Background: an optimization exercise with open tools, aiming at small area, a short achievable clock period and few clock cycles per item. Do not read the settings as production practice.
At most, simulation tests tie the RTL to the original design; equivalence was not proved.
No functional check of the RTL was part of runs 4 and 5.
Power figures rest on the tool's default switching activity, not on a simulated workload.

==> design.v <==
module fft_4pt #(
    parameter DATA_WIDTH = 16
) (
    input clk,
    input rst_n,
    input data_valid_in,
    input  signed [DATA_WIDTH-1:0] x0_r,
    input  signed [DATA_WIDTH-1:0] x0_i,
    input  signed [DATA_WIDTH-1:0] x1_r,
    input  signed [DATA_WIDTH-1:0] x1_i,
    input  signed [DATA_WIDTH-1:0] x2_r,
    input  signed [DATA_WIDTH-1:0] x2_i,
    input  signed [DATA_WIDTH-1:0] x3_r,
    input  signed [DATA_WIDTH-1:0] x3_i,
    output data_valid_out,
    output signed [DATA_WIDTH+1:0] X0_r,
    output signed [DATA_WIDTH+1:0] X0_i,
    output signed [DATA_WIDTH+1:0] X1_r,
    output signed [DATA_WIDTH+1:0] X1_i,
    output signed [DATA_WIDTH+1:0] X2_r,
    output signed [DATA_WIDTH+1:0] X2_i,
    output signed [DATA_WIDTH+1:0] X3_r,
    output signed [DATA_WIDTH+1:0] X3_i
);
    localparam S1 = DATA_WIDTH + 1;    
    localparam S2 = DATA_WIDTH + 2;    
    localparam K  = 11;                 
    localparam HW = S2 - K;            
    reg signed [S1-1:0] A_r, A_i, B_r, B_i, C_r, C_i, D_r, D_i;
    always @(posedge clk) begin
        A_r <= x0_r + x2_r;  A_i <= x0_i + x2_i;
        B_r <= x0_r - x2_r;  B_i <= x0_i - x2_i;
        C_r <= x1_r + x3_r;  C_i <= x1_i + x3_i;
        D_r <= x1_r - x3_r;  D_i <= x1_i - x3_i;
    end
    function automatic [S2:0] bfly(input [S1-1:0] p, input [S1-1:0] q, input sub);
        reg [S1-1:0] qq;
        reg [K:0]    lo;
        reg [HW-1:0] hi;
        begin
            qq = sub ? ~q : q;
            lo = {1'b0, p[K-1:0]} + {1'b0, qq[K-1:0]} + {{K{1'b0}}, sub};
            hi = {p[S1-1], p[S1-1:K]} + {qq[S1-1], qq[S1-1:K]};
            bfly = {hi, lo};
        end
    endfunction
    reg [S2:0] Y0_r, Y0_i, Y1_r, Y1_i, Y2_r, Y2_i, Y3_r, Y3_i;
    always @(posedge clk) begin
        Y0_r <= bfly(A_r, C_r, 1'b0);  Y0_i <= bfly(A_i, C_i, 1'b0);
        Y1_r <= bfly(B_r, D_i, 1'b0);  Y1_i <= bfly(B_i, D_r, 1'b1);
        Y2_r <= bfly(A_r, C_r, 1'b1);  Y2_i <= bfly(A_i, C_i, 1'b1);
        Y3_r <= bfly(B_r, D_i, 1'b1);  Y3_i <= bfly(B_i, D_r, 1'b0);
    end
    reg valid_s1, valid_s2;
    always @(posedge clk or negedge rst_n) begin
        if (!rst_n) begin
            valid_s1 <= 1'b0;
            valid_s2 <= 1'b0;
        end else begin
            valid_s1 <= data_valid_in;
            valid_s2 <= valid_s1;
        end
    end
    function automatic [S2-1:0] fin(input [S2:0] y);
        reg [HW-1:0] h, t;
        integer i;
        begin
            h = y[S2:K+1];
            for (i = 0; i < HW; i = i + 1)
                t[i] = y[K] & ((h & ((1 << i) - 1)) == ((1 << i) - 1));
            fin = {h ^ t, y[K-1:0]};
        end
    endfunction
    assign X0_r = fin(Y0_r);  assign X0_i = fin(Y0_i);
    assign X1_r = fin(Y1_r);  assign X1_i = fin(Y1_i);
    assign X2_r = fin(Y2_r);  assign X2_i = fin(Y2_i);
    assign X3_r = fin(Y3_r);  assign X3_i = fin(Y3_i);
    assign data_valid_out = valid_s2;
endmodule
==> flow/run.sh <==
#!/bin/bash
# The standard layout (standard.sh), with the port buffers that buffer_ports
# inserts made of plain buf_1 cells instead of its default delay buffer.
set -euo pipefail
cd "$(dirname "$0")/.."
echo "export BUFFER_PORTS_ARGS = -buffer_cell sky130_fd_sc_hd__buf_1" >> config.mk
bash standard.sh > standard.log 2>&1
==> standard.sh <==
#!/bin/bash
# synth_recipe.tcl (not shown) runs the flow's synth.tcl, then flattens the netlist and writes it again
# the make line also repeats each setting of config.mk as NAME=value (left out here)
make -C /OpenROAD-flow-scripts/flow DESIGN_CONFIG=/design/flow/config.mk WORK_HOME=/design/flow/orfs CLKGATE_MAP_FILE= SYNTH_SCRIPT=/design/flow/synth_recipe.tcl "${@:-finish}"
==> config.mk <==
export PLATFORM = sky130hd
export DESIGN_NAME = fft_4pt
export DESIGN_NICKNAME = fft_4pt
export VERILOG_FILES = /design/flow/design.v
export SDC_FILE = /design/flow/constraint.sdc
export NUM_CORES = 4
export LEC_CHECK = 0
export CAP_MARGIN = 20
export CORE_MARGIN = 2
export CORE_UTILIZATION = 62
export CTS_BUF_LIST = sky130_fd_sc_hd__clkbuf_4 sky130_fd_sc_hd__clkbuf_8
export CTS_CLUSTER_DIAMETER = 60
export CTS_CLUSTER_SIZE = 16
export SETUP_SLACK_MARGIN = 0.85
export SLEW_MARGIN = 20
export BUFFER_PORTS_ARGS = -buffer_cell sky130_fd_sc_hd__buf_1
==> constraint.sdc <==
create_clock -name core_clock -period 3.0 [get_ports {clk}]
set_input_delay 0.6000 -clock core_clock [delete_from_list [all_inputs] [get_ports {clk}]]
set_output_delay 0.6000 -clock core_clock [all_outputs]
set_load 0.01 [all_outputs]
==> impl_metrics.json, run 1 <==
{
  "core-area_sq_um": 30600,
  "syn_inst": 2237,
  "route.detailed.drc": 0,
  "io_pins": 276,
  "layout_common_cells": "247 x inv_1, 244 x dfxtp_1, 234 x ha_1, 226 x buf_1, 169 x nor2_1",
  "netlist_area_sq_um": 19300,
  "final_common_cell": "inv_1",
  "grt_max_degree": 18,
  "timing.rr.start": "D_r[0]",
  "die_x_microns": 180,
  "postLayoutCoreUtil": 0.735,
  "clock_tree.root_cell": "clkbuf_8",
  "antenna_found_initial": 2,
  "place_ws_ns": 0.183,
  "grt_setup_unrepaired": "yes",
  "synth_seq_cells": 282,
  "die_area_sq_um": 32500,
  "slew_viol_final": 0,
  "clk_latency_ns": 0.62,
  "drive_above_1_share": 0.166,
  "globalplace.congestion": 0.944,
  "worst_pin_slew_ns": 0.483,
  "yosys_warnings": 1,
  "crit_path_max_fanout": 3,
  "drt_wl_total_microns": 47300,
  "area_growth_pct": 16.7,
  "syn_avg_cell_area_sq_um": 8.61,
  "startpoint_type": "register",
  "cts.clk_slew.worst_paths_ns": 0.10,
  "hold_class": "in -> reg",
  "final_nets": 2875,
  "drt_iter0_drc": 840,
  "fin_crit_ns": 2.49,
  "synth_top_area_share": 0.291,
  "p_leak_nw": 9.94,
  "cp.required_ns": 2.40,
  "hpwl_microns": 35900,
  "synth.distinct_cells": 75,
  "cts_tree": "built",
  "grt_usage": 0.272,
  "overflow": 0,
  "yosys-top-cells-area": "dfxtp_1 29%, ha_1 18%, xnor2_1 7.6%, inv_1 5.1%, a21oi_1 4.3%",
  "cap_violations": 0,
  "status": "finished clean",
  "crit_arrival_ns": 1.89,
  "yosys.area.top_type": "dfxtp_1",
  "rows": 64,
  "post_drt_via_cell_ratio": 5.51,
  "max_slew_margin": 0.670,
  "cts_max_path_buffers": 3,
  "fmax_ghz": 0.402,
  "via_count": 15800,
  "port_buffers": 275,
  "skew_ns": 0.0359,
  "htreeDepth": 1,
  "drtAntennaViolNets": 0,
  "power_density_nw_per_um2": 811,
  "final_area_sq_um": 22500,
  "hold_violations": 0,
  "die_y_microns": 180,
  "grt_pass1_wl_microns": 73100,
  "crit_path_end_kind": "output pin",
  "setup_violations": 0,
  "synth-async-reset-ratio": 0.00709,
  "placed_area_sq_um": 20400,
  "grt_pass1_vias": 14800,
  "ys_seq_area_frac": 0.294,
  "clock-sinks": 282,
  "critical_path.startpoint": "Y3_r[12]",
  "layout_setup_ws_ns": 0.511,
  "synth_edf_count": 0,
  "fin_crit_sh": 0.830,
  "drt-wirelength-per-cell_microns": 16.5,
  "setup_tns_ns": 0,
  "synthesis.nets": 2664,
  "hp-start": "data_valid_in",
  "crit_type": "reg -> out",
  "synthFlopType": "dfxtp_1",
  "peakVddDrop_mv": 0.667,
  "numCtsBuffers": 29,
  "first_pass_iters": 5,
  "start_util": 0.630
}
## metal layers
layer / wire [microns] / vias up / track usage
li1: - / 7842 / -
met1: 20600 / 7397 / 0.355
met2: 22700 / 445 / 0.469
met3: 2120 / 124 / 0.0255
met4: 1940 / 0 / 0.0984
met5: 0 / - / 0
## critical path, cell delays in order (launching register included)
cell     delay, ns
dfxtp_1       0.36
and3_4        0.19
and3_4        0.23
xor2_1        0.32
buf_1         0.20
## cell usage after synthesis, types with 6 or more instances
cell,instances
nand4_1,14
o21ai_0,72
and3_1,25
clkinv_1,8
a221oi_1,12
o22ai_1,6
fa_1,24
nand2b_1,40
nor2_1,171
a31oi_1,16
o31a_1,9
o211ai_1,13
nor4_1,22
nor2b_1,52
ha_1,272
a21oi_1,166
mux2i_1,7
o21bai_1,34
buf_2,13
xor2_1,66
nand2_1,64
o31ai_1,18
clkbuf_1,53
dfxtp_1,280
a21o_1,16
or4_1,9
or3_1,14
inv_1,263
nor3b_1,8
a211oi_1,14
buf_1,6
nand3b_1,6
xnor2_1,168
nor3_1,58
o21a_1,19
a2111oi_0,12
nand3_1,29
buf_4,88
## state kept, by name, summed over array words and instances, names as in the netlist, 17 cells and up
name  flops
Y2_i     19
Y2_r     19
Y3_i     19
Y3_r     19
Y0_i     18
Y0_r     18
Y1_i     18
Y1_r     18
A_r      17
B_i      17
D_i      17
D_r      17
## path summary, 6_finish.rpt
kind	end	slack [ns]	cells after the start
max in group asynchronous	valid_s2	2.60	2
min reg2reg	valid_s2	0.37	0
min in group asynchronous	valid_s1	0.28	2
min	valid_s1	0.06	1
max reg2reg	Y0_r[10]	0.78	9
max	X3_r[15]	0.51	4
## kinds of logic after synthesis
logic type / after synthesis / share of synthesized area
xor+xnor: 234 / 0.106
flops: 282 / 0.294
buf+inv: 434 / 0.104
fa+ha+maj: 296 / 0.202
mux: 11 / 0.00598
simple gates: 530 / 0.139
compound gates: 450 / 0.150
## power breakdown
| part | total [mW] | internal (mW) | switching (mW) |
|---|---|---|---|
| Clock | 2.90 | 1.35 | 1.55 |
| Combinational | 9.15 | 4.15 | 5.00 |
| Sequential | 6.16 | 5.24 | 0.923 |
## area by class of cell
cell class,count,area [sq um]
Multi-Input combinational cell,1521,12800
Timing Repair Buffer,343,1700
Sequential cell,282,5720
Inverter,271,1060
Clock inverter,19,244
Antenna cell,2,5.00
Fill cell,2331,8120
Clock buffer,34,455
Tap cell,396,495
## per-stage QoR
stage	hold slack, ns	std cells	power [mW]
2_1_floorplan	0.304	2237	12.4
3_3_place_gp	0.344	2756	13.8
6_report	0.0638	2868	18.2
3_5_place_dp	0.356	2756	13.9
4_1_cts	0.0310	2831	17.4
5_1_grt	0.0482	2868	19.4
## repair_timing
action	4_1_cts	5_1_grt
gates resized for setup	150	127
hold buffers	1	0
endpoints found under the setup margin	60	78
hold endpoints to repair	2	0
buffers inserted	21	35
pin swaps	28	61
Testbench counts, summed over its fixed seeds: cycles 8,016, items 8,000.
==> run 2, diff against run 1 <==
--- a/config.mk
+++ b/config.mk
@@ -11,6 +11,6 @@
 export CTS_BUF_LIST = sky130_fd_sc_hd__clkbuf_4 sky130_fd_sc_hd__clkbuf_8
 export CTS_CLUSTER_DIAMETER = 60
 export CTS_CLUSTER_SIZE = 16
-export SETUP_SLACK_MARGIN = 0.85
+export SETUP_SLACK_MARGIN = 0.6
 export SLEW_MARGIN = 20
 export BUFFER_PORTS_ARGS = -buffer_cell sky130_fd_sc_hd__buf_1
==> impl_metrics.json, run 2 <==
{
  "setup_violations": 0,
  "syn_avg_cell_area_sq_um": 8.61,
  "syn_inst": 2237,
  "cap_violations": 0,
  "final_common_cell": "ha_1",
  "synth-async-reset-ratio": 0.00709,
  "synth_seq_cells": 282,
  "grt_pass1_vias": 14700,
  "grt_max_degree": 17,
  "critical_path.startpoint": "Y3_i[13]",
  "fin_crit_ns": 2.42,
  "grt_use_met1": 0.343,
  "cp_num_cells": 5,
  "ys_seq_area_frac": 0.294,
  "drt_wl_total_microns": 45400,
  "post_drt_via_cell_ratio": 5.51,
  "layout_common_cells": "270 x ha_1, 262 x inv_1, 259 x buf_1, 255 x dfxtp_1, 171 x nor2_1",
  "critical_path_buf_inv_count": 2,
  "clk_latency_ns": 0.60,
  "final_nets": 2838,
  "crit_slowest_cell": "dfxtp_2",
  "placed_area_sq_um": 20000,
  "crit_family": "simple AND/OR/NAND/NOR gates",
  "max_stage_delay_ns": 0.34,
  "path_cells": "and3_4, and3_4, buf_4, xor2_1, buf_1",
  "synthSimpleGateAreaFrac": 0.139,
  "status": "finished clean",
  "hpwl_microns": 36200,
  "die_x_microns": 180,
  "start_util": 0.630,
  "synth_most_common_cell": "dfxtp_1",
  "clock_tree.root_cell": "clkbuf_8",
  "clock-sinks": 282,
  "die_area_sq_um": 32500,
  "reg2reg_depth": 10,
  "port_buffers": 275,
  "r2r-end": "Y0_i[10]",
  "synth_top_family_by_area": "adder cells",
  "cts.clk_slew.worst_paths_ns": 0.10,
  "grt_usage": 0.265,
  "drt-wirelength-per-cell_microns": 16.1,
  "grt_util_met2": 0.453,
  "synthTopCellsByCount": "280 x dfxtp_1, 272 x ha_1, 263 x inv_1, 171 x nor2_1, 168 x xnor2_1",
  "rows": 64,
  "crit_arrival_ns": 1.82,
  "yosys_warnings": 1,
  "peakVddDrop_mv": 0.631,
  "hold_violations": 0,
  "grt_setup_unrepaired": "yes",
  "synth-adder-area-share": 0.202,
  "p_leak_nw": 9.45,
  "htreeDepth": 1,
  "final_area_sq_um": 21000,
  "area_growth_pct": 8.84,
  "die_y_microns": 180,
  "drt_iter0_drc": 900,
  "cp.required_ns": 2.40,
  "route.detailed.drc": 0,
  "r2r_setup_slack_ns": 0.65,
  "grt_pass1_wl_microns": 71700,
  "hold_class": "in -> reg",
  "drive_above_1_share": 0.0762,
  "power_density_nw_per_um2": 789,
  "antenna_found_initial": 2,
  "crit_type": "reg -> out",
  "crit_top_cell": "and3_4",
  "fmax_ghz": 0.413,
  "yosys-top-cells-area": "dfxtp_1 29%, ha_1 18%, xnor2_1 7.6%, inv_1 5.1%, a21oi_1 4.3%",
  "startpoint_type": "register",
  "core-area_sq_um": 30600,
  "cts_max_path_buffers": 3,
  "synth_xor_xnor_area_share": 0.106,
  "worst_pin_slew_ns": 0.700,
  "max_slew_margin": 0.521,
  "drtAntennaViolNets": 0,
  "synthesis.nets": 2664,
  "cp-endpoint": "X3_i[15]",
  "globalplace.congestion": 1.00,
  "crit_path_max_fanout": 3,
  "synth_top_area_share": 0.291,
  "cts_tree": "built",
  "synth_compound_area_frac": 0.150,
  "first_pass_iters": 5,
  "grt_use_met3": 0.0352,
  "yosys.area.top_type": "dfxtp_1",
  "synth_edf_count": 0,
  "synth.distinct_cells": 75,
  "skew_ns": 0.0325,
  "crit_path_end_kind": "output pin",
  "slew_viol_final": 0,
  "setup_tns_ns": 0,
  "overflow": 0,
  "grt.busiest_layer": "met2",
  "numCtsBuffers": 26,
  "synthFlopType": "dfxtp_1",
  "io_pins": 276,
  "synthMuxAreaShare": 0.00598,
  "netlist_area_sq_um": 19300,
  "fin_crit_sh": 0.807,
  "via_count": 15600,
  "timing.rr.start": "B_i[0]"
}
[run 2: logic make-up (layout without fill, tap and decap cells)]
kind of cell,after synthesis,count (layout)
AOI/OAI and AO/OA,450,450
muxes,11,11
other,0,2
buffers and inverters,434,624
adders and majority gates,296,296
and+or+nand+nor,530,530
DFF,282,282
xor gates and xnor gates,234,234
[run 2: cell type report]
type / instances / area, sq um
Antenna cell: 2 / 5.00
Multi-Input combinational cell: 1521 / 11900
Tap cell: 396 / 495
Clock buffer: 28 / 379
Sequential cell: 282 / 5690
Fill cell: 2564 / 9630
Timing Repair Buffer: 309 / 1310
Clock inverter: 16 / 149
Inverter: 271 / 1030
[run 2: stage by stage]
stage                     instances  total power [mW]   util  hold WS (ns)  setup slack [ns]
final                          2825              16.5  0.685        0.0877             0.578
after global routing           2825              17.8  0.685        0.0643             0.503
after CTS                      2816              16.4  0.678        0.0510             0.593
after detailed placement       2765              13.8  0.654         0.355             0.175
after global placement         2765              13.7  0.654         0.343             0.219
after floorplan                2237              12.3      -         0.304             0.498
[run 2: worst min path at each step]
stage,from,to,cells after the start
floorplan,rst_n,valid_s1,0
global placement,valid_s1,valid_s2,0
detailed placement,valid_s1,valid_s2,0
CTS,data_valid_in,valid_s1,1
global route,data_valid_in,valid_s1,1
finish,data_valid_in,valid_s1,1
[run 2: what timing repair did]
action / 4_1_cts / 5_1_grt
hold buffers: 1 / 0
resized for setup: 47 / 48
pin swaps: 5 / 15
setup endpoints to repair: 20 / 28
hold endpoints to repair: 2 / 0
setup buffers: 6 / 7
[run 2: metal layers]
layer / part of all wire / vias to the layer above
met5: 0 / -
met4: 0.041 / 0
met3: 0.055 / 110
met2: 0.46 / 525
met1: 0.44 / 7185
li1: - / 7751
[run 2: power breakdown]
part | internal (mW) | switching, mW
Clock | 0.986 | 1.36
Combinational | 3.48 | 4.56
Sequential | 5.23 | 0.907
Total | 9.70 | 6.83
==> run 3, diff against run 2 <==
--- a/config.mk
+++ b/config.mk
@@ -8,9 +8,9 @@
 export CAP_MARGIN = 20
 export CORE_MARGIN = 2
 export CORE_UTILIZATION = 62
-export CTS_BUF_LIST = sky130_fd_sc_hd__clkbuf_4 sky130_fd_sc_hd__clkbuf_8
+export CTS_BUF_LIST = sky130_fd_sc_hd__clkbuf_4 sky130_fd_sc_hd__clkbuf_8 sky130_fd_sc_hd__clkbuf_16
 export CTS_CLUSTER_DIAMETER = 60
 export CTS_CLUSTER_SIZE = 16
-export SETUP_SLACK_MARGIN = 0.6
+export SETUP_SLACK_MARGIN = 0.7
 export SLEW_MARGIN = 20
 export BUFFER_PORTS_ARGS = -buffer_cell sky130_fd_sc_hd__buf_1
==> impl_metrics.json, run 3 <==
{
  "first_pass_iters": 5,
  "synthFlopType": "dfxtp_1",
  "final_common_cell": "ha_1",
  "critical_path_buf_inv_count": 1,
  "synthesis.nets": 2664,
  "hold_class": "in -> reg",
  "die_y_microns": 180,
  "peakVddDrop_mv": 0.637,
  "cts.clk_slew.worst_paths_ns": 0.07,
  "crit_path_max_fanout": 3,
  "setup_violations": 0,
  "fmax_ghz": 0.430,
  "crit_type": "reg -> out",
  "ys_seq_area_frac": 0.294,
  "fin_crit_sh": 0.775,
  "grt_pass1_vias": 15000,
  "die_x_microns": 180,
  "final_nets": 2858,
  "layout_common_cells": "266 x ha_1, 262 x inv_1, 254 x buf_1, 252 x dfxtp_1, 170 x nor2_1",
  "crit_path_end_kind": "output pin",
  "clock-sinks": 282,
  "crit_arrival_ns": 1.73,
  "hpwl_microns": 36200,
  "start_util": 0.630,
  "globalplace.congestion": 0.965,
  "whs_endpoint": "valid_s1",
  "core-area_sq_um": 30600,
  "drive_above_1_share": 0.102,
  "path_cells": "and3_4, and3_4, nand2_1, xnor2_1, buf_2",
  "crit_top_cell": "and3_4",
  "regArea_sq_um": 5700,
  "grt_pass1_wl_microns": 74900,
  "reg2reg_depth": 10,
  "synth_top_area_share": 0.291,
  "cap_violations": 0,
  "synth_edf_count": 0,
  "post_drt_via_cell_ratio": 5.54,
  "die_area_sq_um": 32500,
  "slew_viol_final": 0,
  "overflow": 0,
  "rows": 64,
  "yosys_warnings": 1,
  "port_buffers": 275,
  "grt_setup_unrepaired": "yes",
  "hp-start": "data_valid_in",
  "p_leak_nw": 9.85,
  "grt_usage": 0.277,
  "dp.cells": 2763,
  "worst_hold_path.num_cells": 1,
  "max_stage_delay_ns": 0.34,
  "skew_ns": 0.0213,
  "status": "finished clean",
  "via_count": 15800,
  "power_density_nw_per_um2": 848,
  "setup_tns_ns": 0,
  "synth_seq_cells": 282,
  "grt_max_degree": 18,
  "syn_inst": 2237,
  "crit_slowest_cell": "dfxtp_2",
  "netlist_area_sq_um": 19300,
  "fin_crit_ns": 2.33,
  "r2r-end": "Y3_r[10]",
  "max_slew_margin": 0.580,
  "drt-wirelength-per-cell_microns": 16.5,
  "layout.cells.non_filler": 2847,
  "num-fill-cells": 2453,
  "synth-async-reset-ratio": 0.00709,
  "crit_family": "simple AND/OR/NAND/NOR gates",
  "clk_latency_ns": 0.55,
  "syn_avg_cell_area_sq_um": 8.61,
  "antenna_found_initial": 0,
  "synthTopCellsByCount": "280 x dfxtp_1, 272 x ha_1, 263 x inv_1, 171 x nor2_1, 168 x xnor2_1",
  "area_growth_pct": 13.7,
  "diodes": 0,
  "r2r_setup_slack_ns": 0.67,
  "route.detailed.drc": 0,
  "numCtsBuffers": 28,
  "whs_ns": 0.137,
  "yosys-top-cells-area": "dfxtp_1 29%, ha_1 18%, xnor2_1 7.6%, inv_1 5.1%, a21oi_1 4.3%",
  "io_pins": 276,
  "yosys.area.top_type": "dfxtp_1",
  "cts_max_path_buffers": 3,
  "drtAntennaViolNets": 0,
  "startpoint_type": "register",
  "timing.rr.start": "D_i[0]",
  "htreeDepth": 1,
  "clock_tree.root_cell": "clkbuf_16",
  "cp.required_ns": 2.40,
  "synth_most_common_cell": "dfxtp_1",
  "multiInputGateArea_sq_um": 12100,
  "cts_tree": "built",
  "drt_iter0_drc": 898,
  "drt_wl_total_microns": 47100,
  "worst_pin_slew_ns": 0.614,
  "hold_violations": 0,
  "synth.distinct_cells": 75
}
[run 3: timing repair]
action,in CTS,in global routing
pin swaps,16,34
hold endpoints to repair,2,0
gates cloned,0,0
endpoints found under the setup margin,28,44
setup buffers,16,17
gates resized for setup,65,77
hold buffers,1,0
[run 3: cells by family after synthesis]
| group | Yosys count | share of synthesized area |
|---|---|---|
| AND/OR/NAND/NOR | 530 | 0.139 |
| AO/OA/AOI/OAI | 450 | 0.150 |
| buffers and inverters | 434 | 0.104 |
| adder cells (fa/ha/maj) | 296 | 0.202 |
| flip-flops | 282 | 0.294 |
| XOR/XNOR | 234 | 0.106 |
| multiplexers | 11 | 0.00598 |
[run 3: how the worst max path moves through the flow]
stage / from / to / depth (start not counted)
6_report: Y2_i[11] / X2_i[16] / 5
5_1_grt: D_i[0] / Y3_r[10] / 10
4_1_cts: B_i[0] / Y0_i[10] / 9
3_5_place_dp: x2_r[11] / A_r[15] / 8
3_3_place_gp: x2_r[11] / A_r[15] / 8
2_1_floorplan: x2_r[11] / A_r[15] / 9
[run 3: worst register-to-register path, delay by kind of cell (launching register included)]
family / cells / cell delay [ns]
DFF: 1 / 0.36
adders and majority gates: 2 / 0.70
buffers and inverters: 2 / 0.30
and+or+nand+nor: 2 / 0.23
AOI/OAI and AO/OA: 4 / 0.58
[run 3: through the flow]
| stage | setup slack [ns] | area, sq um | total power [mW] | util |
|---|---|---|---|---|
| 6_report | 0.675 | 21900 | 18.6 | 0.716 |
| 2_1_floorplan | 0.498 | 19400 | 12.3 | - |
| 3_3_place_gp | 0.236 | 20100 | 13.7 | 0.657 |
| 3_5_place_dp | 0.202 | 20100 | 13.9 | 0.657 |
| 4_1_cts | 0.691 | 21500 | 18.2 | 0.702 |
| 5_1_grt | 0.582 | 21900 | 19.8 | 0.716 |
[run 3: area by class of cell]
cell class                 count  share of cell area
sequential                   282               0.260
timing repair buffer         327              0.0672
clock buffer                  30              0.0335
inverter                     271              0.0470
multi-input combinational   1521               0.554
tap                          396              0.0226
clock inverter                20              0.0152
[run 3: power by group]
part / switching, mW / leakage [nW] / internal [mW]
Clock: 1.57 / 0.526 / 2.41
Sequential: 0.927 / 2.39 / 5.24
Combinational: 4.77 / 6.94 / 3.67
[run 3: layer usage]
layer  track usage  part of all wire  vias up
li1              -                 -     7810
met1         0.372              0.45     7425
met2         0.472              0.47      456
met3        0.0317             0.050       81
met4        0.0735             0.028        0
met5             0                 0        -
==> run 4, diff against run 3 <==
--- a/design.v
+++ b/design.v
@@ -26,12 +26,35 @@
     localparam S2 = DATA_WIDTH + 2;    
     localparam K  = 11;                 
     localparam HW = S2 - K;            
+    function automatic [2*S1-1:0] sumdiff(input [S1-1:0] a, input [S1-1:0] b);
+        reg [S1-1:0] p, gs, gd, Gs, Ps, Gd, Pd, Gs2, Ps2, Gd2, Pd2;
+        integer i, d;
+        begin
+            p  = a ^ b;
+            gs = a & b;   Gs = gs;  Ps = p;
+            gd = a & ~b;  Gd = gd;  Pd = ~p;
+            Gd[0] = gd[0] | ~p[0];           
+            for (d = 1; d < S1; d = d * 2) begin
+                Gs2 = Gs;  Ps2 = Ps;  Gd2 = Gd;  Pd2 = Pd;
+                for (i = d; i < S1; i = i + 1) begin
+                    Gs2[i] = Gs[i] | (Ps[i] & Gs[i-d]);  Ps2[i] = Ps[i] & Ps[i-d];
+                    Gd2[i] = Gd[i] | (Pd[i] & Gd[i-d]);  Pd2[i] = Pd[i] & Pd[i-d];
+                end
+                Gs = Gs2;  Ps = Ps2;  Gd = Gd2;  Pd = Pd2;
+            end
+            sumdiff = {~p ^ {Gd[S1-2:0], 1'b1}, p ^ {Gs[S1-2:0], 1'b0}};
+        end
+    endfunction
+    wire [2*S1-1:0] ab_r = sumdiff({x0_r[DATA_WIDTH-1], x0_r}, {x2_r[DATA_WIDTH-1], x2_r});
+    wire [2*S1-1:0] ab_i = sumdiff({x0_i[DATA_WIDTH-1], x0_i}, {x2_i[DATA_WIDTH-1], x2_i});
+    wire [2*S1-1:0] cd_r = sumdiff({x1_r[DATA_WIDTH-1], x1_r}, {x3_r[DATA_WIDTH-1], x3_r});
+    wire [2*S1-1:0] cd_i = sumdiff({x1_i[DATA_WIDTH-1], x1_i}, {x3_i[DATA_WIDTH-1], x3_i});
     reg signed [S1-1:0] A_r, A_i, B_r, B_i, C_r, C_i, D_r, D_i;
     always @(posedge clk) begin
-        A_r <= x0_r + x2_r;  A_i <= x0_i + x2_i;
-        B_r <= x0_r - x2_r;  B_i <= x0_i - x2_i;
-        C_r <= x1_r + x3_r;  C_i <= x1_i + x3_i;
-        D_r <= x1_r - x3_r;  D_i <= x1_i - x3_i;
+        A_r <= ab_r[S1-1:0];  A_i <= ab_i[S1-1:0];
+        B_r <= ab_r[2*S1-1:S1];  B_i <= ab_i[2*S1-1:S1];
+        C_r <= cd_r[S1-1:0];  C_i <= cd_i[S1-1:0];
+        D_r <= cd_r[2*S1-1:S1];  D_i <= cd_i[2*S1-1:S1];
     end
     function automatic [S2:0] bfly(input [S1-1:0] p, input [S1-1:0] q, input sub);
         reg [S1-1:0] qq;
--- a/config.mk
+++ b/config.mk
@@ -8,7 +8,7 @@
 export CAP_MARGIN = 20
 export CORE_MARGIN = 2
 export CORE_UTILIZATION = 62
-export CTS_BUF_LIST = sky130_fd_sc_hd__clkbuf_4 sky130_fd_sc_hd__clkbuf_8 sky130_fd_sc_hd__clkbuf_16
+export CTS_BUF_LIST = sky130_fd_sc_hd__clkbuf_4 sky130_fd_sc_hd__clkbuf_8
 export CTS_CLUSTER_DIAMETER = 60
 export CTS_CLUSTER_SIZE = 16
 export SETUP_SLACK_MARGIN = 0.7
==> impl_metrics.json, run 4 <==
{
  "status": "finished clean",
  "area_growth_pct": 12.0,
  "synth_seq_cells": 282,
  "rows": 63,
  "setup_tns_ns": 0,
  "clock-sinks": 282,
  "num-fill-cells": 2431,
  "synth_most_common_cell": "dfxtp_1",
  "antenna_found_initial": 6,
  "r2r_setup_slack_ns": 0.57,
  "post_drt_via_cell_ratio": 5.25,
  "setup_violations": 0,
  "grt_max_degree": 18,
  "skew_ns": 0.0349,
  "worst_pin_slew_ns": 0.528,
  "yosys.area.top_type": "dfxtp_1",
  "yosys_warnings": 1,
  "cts.clk_slew.worst_paths_ns": 0.10,
  "hold_violations": 0,
  "start_util": 0.631,
  "die_area_sq_um": 31700,
  "via_count": 14600,
  "netlist_area_sq_um": 18800,
  "final_area_sq_um": 21000,
  "grt_pass1_wl_microns": 65800,
  "max_slew_margin": 0.639,
  "synth-async-reset-ratio": 0.00709,
  "first_pass_iters": 5,
  "syn_avg_cell_area_sq_um": 8.71,
  "route.detailed.drc": 0,
  "power_density_nw_per_um2": 811,
  "ys_seq_area_frac": 0.302,
  "startpoint_type": "register",
  "grt_pass1_vias": 13800,
  "io_pins": 276,
  "hold_class": "in -> reg",
  "yosys-top-cells-area": "dfxtp_1 30%, ha_1 18%, xnor2_1 7.9%, inv_1 5.2%, a21oi_1 4.2%",
  "layout_common_cells": "262 x ha_1, 252 x dfxtp_1, 252 x inv_1, 249 x buf_1, 160 x xnor2_1",
  "synth_top_area_share": 0.299,
  "drt-wirelength-per-cell_microns": 15.2,
  "placed_area_sq_um": 19500,
  "power_mw": 17.0,
  "p_leak_nw": 9.70,
  "layout_setup_ws_ns": 0.574,
  "peakVddDrop_mv": 0.600,
  "crit_type": "reg -> reg",
  "fin_crit_ns": 2.43,
  "syn_inst": 2153,
  "clock_tree.root_cell": "clkbuf_8",
  "hpwl_microns": 33000,
  "final_common_cell": "ha_1",
  "drt_wl_total_microns": 42100,
  "core-area_sq_um": 29700,
  "htreeDepth": 1,
  "drt_iter0_drc": 680,
  "slew_viol_final": 0,
  "crit_path_end_kind": "register",
  "final_nets": 2788,
  "synth_edf_count": 0,
  "clk_latency_ns": 0.59,
  "globalplace.congestion": 0.865,
  "drive_above_1_share": 0.123,
  "die_y_microns": 178,
  "fmax_ghz": 0.412,
  "grt_usage": 0.258,
  "crit_arrival_ns": 2.93,
  "place_ws_ns": 0.106,
  "cts_tree": "built",
  "port_buffers": 275,
  "overflow": 0,
  "synthesis.nets": 2580,
  "synthTopCellsByCount": "280 x dfxtp_1, 272 x ha_1, 258 x inv_1, 169 x xnor2_1, 158 x a21oi_1",
  "drtAntennaViolNets": 0,
  "synthFlopType": "dfxtp_1",
  "cts_max_path_buffers": 3,
  "numCtsBuffers": 27,
  "fin_crit_sh": 0.809,
  "grt_setup_unrepaired": "yes",
  "crit_path_max_fanout": 4,
  "cap_violations": 0,
  "die_x_microns": 178,
  "cp.required_ns": 3.50,
  "synth.distinct_cells": 76
}
## run 4: cell types whose count changed after synthesis, moves of 9 or more
cell,delta
nand2b_1,-14
nor2b_1,-23
nor2_1,-17
a221oi_1,-9
clkbuf_1,-10
o21ai_1,+43
a21o_1,+13
o21bai_1,+12
inv_2,+12
a2111oi_0,-10
nor4_1,-11
nand2_1,+29
o21ai_0,-40
## run 4: logic make-up after synthesis
kind of cell / after synthesis / synth area share
buffers and inverters: 417 / 0.102
DFF: 282 / 0.302
muxes: 6 / 0.00327
xor gates and xnor gates: 236 / 0.110
AOI/OAI and AO/OA: 441 / 0.153
and+or+nand+nor: 475 / 0.123
adders and majority gates: 296 / 0.207
## run 4: report_power, final
part | leakage [nW] | internal, mW | total (mW) | switching (mW)
clock network | 0.295 | 1.10 | 2.52 | 1.42
logic | 7.02 | 3.71 | 8.39 | 4.68
registers | 2.39 | 5.24 | 6.13 | 0.894
total | 9.70 | 10.0 | 17.0 | 6.99
## run 4: worst paths after layout
| path | startpoint | endpoint | depth (start not counted) |
|---|---|---|---|
| worst max-delay path | D_i[0] | Y2_i[10] | 10 |
| worst min-delay path | data_valid_in | valid_s1 | 1 |
| worst max register to register | D_i[0] | Y2_i[10] | 10 |
| worst min register to register | valid_s1 | valid_s2 | 0 |
| max in group asynchronous | rst_n | valid_s2 | 2 |
| min in group asynchronous | rst_n | valid_s1 | 2 |
## run 4: repair_timing
item                                    in CTS  in global routing
pin swaps                                   35                 41
endpoints found under the setup margin      35                 47
gates resized for setup                     88                 74
setup buffers                               35                 10
endpoints found under the hold margin        2                  0
hold buffers                                 1                  0
## run 4: routing by layer
layer	global-route usage	up-vias	share of wire	routed length (microns)
li1	-	7467	-	-
met1	0.341	6647	0.45	19100
met2	0.434	402	0.46	19400
met3	0.0364	70	0.056	2360
met4	0.0779	0	0.029	1220
met5	0	-	0	0
## run 4: through the flow
stage | hold slack, ns | cells | util
final | 0.111 | 2776 | 0.707
after global routing | 0.0714 | 2776 | 0.707
after CTS | 0.0636 | 2760 | 0.694
after detailed placement | 0.363 | 2676 | 0.657
after global placement | 0.340 | 2676 | 0.657
after floorplan | 0.304 | 2153 | -
## run 4: final cells by class
| type | instances | area (sq um) | share of cell area |
|---|---|---|---|
| diodes | 6 | 15.0 | 0.000715 |
| clock buffers | 33 | 429 | 0.0204 |
| clock inverters | 15 | 155 | 0.00739 |
| inverters | 271 | 1030 | 0.0492 |
| multi-input cells | 1454 | 11700 | 0.558 |
| flip-flops and latches | 282 | 5700 | 0.271 |
| well taps | 390 | 488 | 0.0232 |
| repair buffers | 325 | 1460 | 0.0694 |
## run 4: worst max-delay path, cell delays in order, from the launching register on
cell      delay (ns)
dfxtp_4         0.42
ha_4            0.15
inv_2           0.03
fa_2            0.34
a21o_1          0.19
a21oi_2         0.14
o21bai_1        0.10
a2111o_1        0.41
a31o_1          0.26
a21oi_2         0.16
xnor2_1         0.13
==> run 5, diff against run 4 <==
--- a/design.v
+++ b/design.v
@@ -56,23 +56,60 @@
         C_r <= cd_r[S1-1:0];  C_i <= cd_i[S1-1:0];
         D_r <= cd_r[2*S1-1:S1];  D_i <= cd_i[2*S1-1:S1];
     end
-    function automatic [S2:0] bfly(input [S1-1:0] p, input [S1-1:0] q, input sub);
-        reg [S1-1:0] qq;
-        reg [K:0]    lo;
-        reg [HW-1:0] hi;
+    function automatic [2*K+1:0] lowsd(input [K-1:0] a, input [K-1:0] b);
+        reg [K-1:0] p, Gs, Ps, Gd, Pd, Gs2, Ps2, Gd2, Pd2;
+        integer i, d;
         begin
-            qq = sub ? ~q : q;
-            lo = {1'b0, p[K-1:0]} + {1'b0, qq[K-1:0]} + {{K{1'b0}}, sub};
-            hi = {p[S1-1], p[S1-1:K]} + {qq[S1-1], qq[S1-1:K]};
-            bfly = {hi, lo};
+            p  = a ^ b;
+            Gs = a & b;   Ps = p;
+            Gd = a & ~b;  Pd = ~p;
+            Gd[0] = Gd[0] | ~p[0];
+            for (d = 1; d < K; d = d * 2) begin
+                Gs2 = Gs;  Ps2 = Ps;  Gd2 = Gd;  Pd2 = Pd;
+                for (i = d; i < K; i = i + 1) begin
+                    Gs2[i] = Gs[i] | (Ps[i] & Gs[i-d]);  Ps2[i] = Ps[i] & Ps[i-d];
+                    Gd2[i] = Gd[i] | (Pd[i] & Gd[i-d]);  Pd2[i] = Pd[i] & Pd[i-d];
+                end
+                Gs = Gs2;  Ps = Ps2;  Gd = Gd2;  Pd = Pd2;
+            end
+            lowsd = {Gd[K-1], ~p ^ {Gd[K-2:0], 1'b1}, Gs[K-1], p ^ {Gs[K-2:0], 1'b0}};
         end
     endfunction
+    function automatic [2*HW-1:0] highsd(input [HW-1:0] a, input [HW-1:0] b);
+        reg [HW-1:0] p, Gs, Ps, Gd, Pd, Gs2, Ps2, Gd2, Pd2;
+        integer i, d;
+        begin
+            p  = a ^ b;
+            Gs = a & b;   Ps = p;
+            Gd = a & ~b;  Pd = ~p;
+            for (d = 1; d < HW; d = d * 2) begin
+                Gs2 = Gs;  Ps2 = Ps;  Gd2 = Gd;  Pd2 = Pd;
+                for (i = d; i < HW; i = i + 1) begin
+                    Gs2[i] = Gs[i] | (Ps[i] & Gs[i-d]);  Ps2[i] = Ps[i] & Ps[i-d];
+                    Gd2[i] = Gd[i] | (Pd[i] & Gd[i-d]);  Pd2[i] = Pd[i] & Pd[i-d];
+                end
+                Gs = Gs2;  Ps = Ps2;  Gd = Gd2;  Pd = Pd2;
+            end
+            highsd = {~p ^ {Gd[HW-2:0], 1'b0}, p ^ {Gs[HW-2:0], 1'b0}};
+        end
+    endfunction
+    function automatic [2*S2+1:0] bfly2(input [S1-1:0] p, input [S1-1:0] q);
+        reg [2*K+1:0]  lo;
+        reg [2*HW-1:0] hi;
+        begin
+            lo = lowsd(p[K-1:0], q[K-1:0]);
+            hi = highsd({p[S1-1], p[S1-1:K]}, {q[S1-1], q[S1-1:K]});
+            bfly2 = {hi[2*HW-1:HW], lo[2*K+1:K+1], hi[HW-1:0], lo[K:0]};
+        end
+    endfunction
+    wire [2*S2+1:0] ac_r = bfly2(A_r, C_r), ac_i = bfly2(A_i, C_i);
+    wire [2*S2+1:0] bd_r = bfly2(B_r, D_i), bd_i = bfly2(B_i, D_r);
     reg [S2:0] Y0_r, Y0_i, Y1_r, Y1_i, Y2_r, Y2_i, Y3_r, Y3_i;
     always @(posedge clk) begin
-        Y0_r <= bfly(A_r, C_r, 1'b0);  Y0_i <= bfly(A_i, C_i, 1'b0);
-        Y1_r <= bfly(B_r, D_i, 1'b0);  Y1_i <= bfly(B_i, D_r, 1'b1);
-        Y2_r <= bfly(A_r, C_r, 1'b1);  Y2_i <= bfly(A_i, C_i, 1'b1);
-        Y3_r <= bfly(B_r, D_i, 1'b1);  Y3_i <= bfly(B_i, D_r, 1'b0);
+        Y0_r <= ac_r[S2:0];  Y2_r <= ac_r[2*S2+1:S2+1];
+        Y0_i <= ac_i[S2:0];  Y2_i <= ac_i[2*S2+1:S2+1];
+        Y1_r <= bd_r[S2:0];  Y3_r <= bd_r[2*S2+1:S2+1];
+        Y3_i <= bd_i[S2:0];  Y1_i <= bd_i[2*S2+1:S2+1];
     end
     reg valid_s1, valid_s2;
     always @(posedge clk or negedge rst_n) begin
==> impl_metrics.json, run 5 <==
{
  "cts.clk_slew.worst_paths_ns": 0.09,
  "netlist_area_sq_um": 18900,
  "synth_most_common_cell": "dfxtp_1",
  "die_area_sq_um": 31800,
  "max_slew_margin": 0.661,
  "ys_seq_area_frac": 0.300,
  "crit_type": "reg -> reg",
  "grt_pass1_wl_microns": 67400,
  "cap_violations": 0,
  "r2r_setup_slack_ns": 0.61,
  "p_leak_nw": 9.77,
  "final_common_cell": "inv_1",
  "synth_top_area_share": 0.297,
  "clock_tree.root_cell": "clkbuf_8",
  "area_growth_pct": 14.9,
  "grt_max_degree": 17,
  "final_area_sq_um": 21700,
  "yosys_warnings": 1,
  "crit_path_end_kind": "register",
  "post_drt_via_cell_ratio": 5.39,
  "postLayoutCoreUtil": 0.728,
  "setup_violations": 0,
  "place_ws_ns": 0.0374,
  "multiInputGateArea_sq_um": 12200,
  "hold_violations": 0,
  "startpoint_type": "register",
  "start_util": 0.633,
  "num-fill-cells": 2316,
  "worst_pin_slew_ns": 0.504,
  "drive_above_1_share": 0.154,
  "slew_viol_final": 0,
  "cts_max_path_buffers": 3,
  "synthesis.nets": 2605,
  "setup_tns_ns": 0,
  "clock-sinks": 282,
  "synthFlopType": "dfxtp_1",
  "synth_edf_count": 0,
  "antenna_found_initial": 1,
  "grt_usage": 0.261,
  "numCtsBuffers": 26,
  "io_pins": 276,
  "globalplace.congestion": 0.978,
  "drt_iter0_drc": 692,
  "skew_ns": 0.0167,
  "power_mw": 17.3,
  "peakVddDrop_mv": 0.607,
  "layout_setup_ws_ns": 0.608,
  "fmax_ghz": 0.418,
  "crit_arrival_ns": 2.83,
  "placed_area_sq_um": 19900,
  "hold_class": "in -> reg",
  "synthTopCellsByCount": "280 x dfxtp_1, 272 x ha_1, 271 x inv_1, 170 x xnor2_1, 151 x a21oi_1",
  "layout_common_cells": "256 x inv_1, 248 x ha_1, 245 x buf_1, 242 x dfxtp_1, 158 x xnor2_1",
  "synth.distinct_cells": 71,
  "clk_latency_ns": 0.57,
  "syn_inst": 2178,
  "cts_tree": "built",
  "cp.required_ns": 3.44,
  "fin_crit_sh": 0.797,
  "yosys-top-cells-area": "dfxtp_1 30%, ha_1 18%, xnor2_1 7.9%, inv_1 5.4%, a21oi_1 4.0%",
  "die_x_microns": 178,
  "crit_path_max_fanout": 3,
  "rows": 63,
  "die_y_microns": 178,
  "drt-wirelength-per-cell_microns": 15.6,
  "synth-async-reset-ratio": 0.00709,
  "drtAntennaViolNets": 0,
  "port_buffers": 275,
  "hpwl_microns": 34100,
  "route.detailed.drc": 0,
  "grt_setup_unrepaired": "yes",
  "overflow": 0,
  "via_count": 15100,
  "htreeDepth": 1,
  "synth_seq_cells": 282,
  "power_density_nw_per_um2": 797,
  "fin_crit_ns": 2.39,
  "final_nets": 2824,
  "dp.cells": 2703,
  "grt_pass1_vias": 14200,
  "layout.cells.non_filler": 2806,
  "yosys.area.top_type": "dfxtp_1",
  "core-area_sq_um": 29800,
  "whs_ns": 0.139,
  "status": "finished clean",
  "first_pass_iters": 7,
  "syn_avg_cell_area_sq_um": 8.66,
  "drt_wl_total_microns": 43700,
  "regArea_sq_um": 5720
}
## run 5: power breakdown
part / total, mW / switching [mW] / internal [mW]
sequential: 6.15 / 0.912 / 5.24
clock: 2.40 / 1.36 / 1.04
combinational: 8.72 / 4.78 / 3.94
## run 5: metal layers
layer  GRT usage  part of all wire  vias to the layer above
met3      0.0275             0.043                       84
li1            -                 -                     7627
met5           0                 0                        -
met1       0.329              0.43                     7064
met2       0.465              0.50                      339
met4      0.0864             0.032                        0
## run 5: repair_timing
action                                  in CTS  in global routing
hold buffers                                 1                  0
pin swaps                                   36                 73
resized for setup                          115                109
buffers inserted                            30                 25
endpoints found under the setup margin      41                 52
hold endpoints to repair                     2                  0
## run 5: cells by family (layout without fill, tap and decap cells)
kind of cell / Yosys count / after routing / share of synthesized area
other cells: 0 / 2 / 0
xor+xnor: 228 / 228 / 0.106
flops: 282 / 282 / 0.300
simple gates: 484 / 484 / 0.129
compound gates: 460 / 460 / 0.155
mux: 3 / 3 / 0.00159
fa+ha+maj: 296 / 296 / 0.206
buf+inv: 425 / 661 / 0.103
## run 5: worst paths after layout
kind / end / depth (start not counted) / from
hold reg to reg: valid_s2 / 0 / valid_s1
hold / removal: valid_s1 / 1 / data_valid_in
min in group asynchronous: valid_s2 / 2 / rst_n
max in group asynchronous: valid_s1 / 2 / rst_n
setup / recovery: Y1_i[10] / 10 / B_i[0]
setup reg to reg: Y1_i[10] / 10 / B_i[0]
## run 5: layout make-up
type                            count  share of cell area
Clock inverter                     13             0.00606
Multi-Input combinational cell   1471               0.564
Inverter                          271              0.0495
Clock buffer                       32              0.0192
Tap cell                          390              0.0225
Antenna cell                        2            0.000231
Sequential cell                   282               0.264
Timing Repair Buffer              345              0.0749
## run 5: worst max-delay path: stages, from the launching register on
cell	delay [ns]
dfxtp_2	0.35
inv_2	0.06
ha_2	0.20
fa_2	0.37
nor2b_2	0.13
o21ai_2	0.08
a21boi_2	0.19
o21ai_2	0.10
a21oi_2	0.21
nor4_1	0.06
or4_1	0.50

## static timing again, ports no longer ideal
The flow's constraints put no driver on any port. The routed layouts listed below were extracted and timed again, unchanged, in two steps. Step 1 assumes that a clkbuf_16 drives the clock port and a buf_2 every other input. Step 2 adds t to the input delays and takes it off the output delays; t is the mean of the earliest and latest rising clock arrival at the registers after step 1. Input paths then give back, and output paths get back, about the clock's delay inside the block. Three values: no drivers, after step 1, after step 2; two values: the first two.
run | shift t [ns] | setup WS [ns] | worst hold slack (ns) | worst slew at a driven data input, ns
run 1 | 0.661 | 0.511 / 0.458 / 0.277 | 0.064 / 0.035 / 0.372 | 0.09
run 2 | 0.627 | 0.578 / 0.529 / 0.194 | 0.088 / 0.062 / 0.371 | 0.09
run 3 | 0.599 | 0.675 / 0.623 / 0.186 | 0.137 / 0.109 / 0.363 | 0.07
run 4 | 0.622 | 0.574 / 0.574 / 0.198 | 0.111 / 0.086 / 0.380 | 0.08
run 5 | 0.615 | 0.608 / 0.581 / 0.130 | 0.139 / 0.108 / 0.372 | 0.11
After both steps setup and hold are still met in every run listed. For run 3, which loses most, drivers alone change the setup slack by -0.052 ns; drivers and shift together by -0.489 ns.
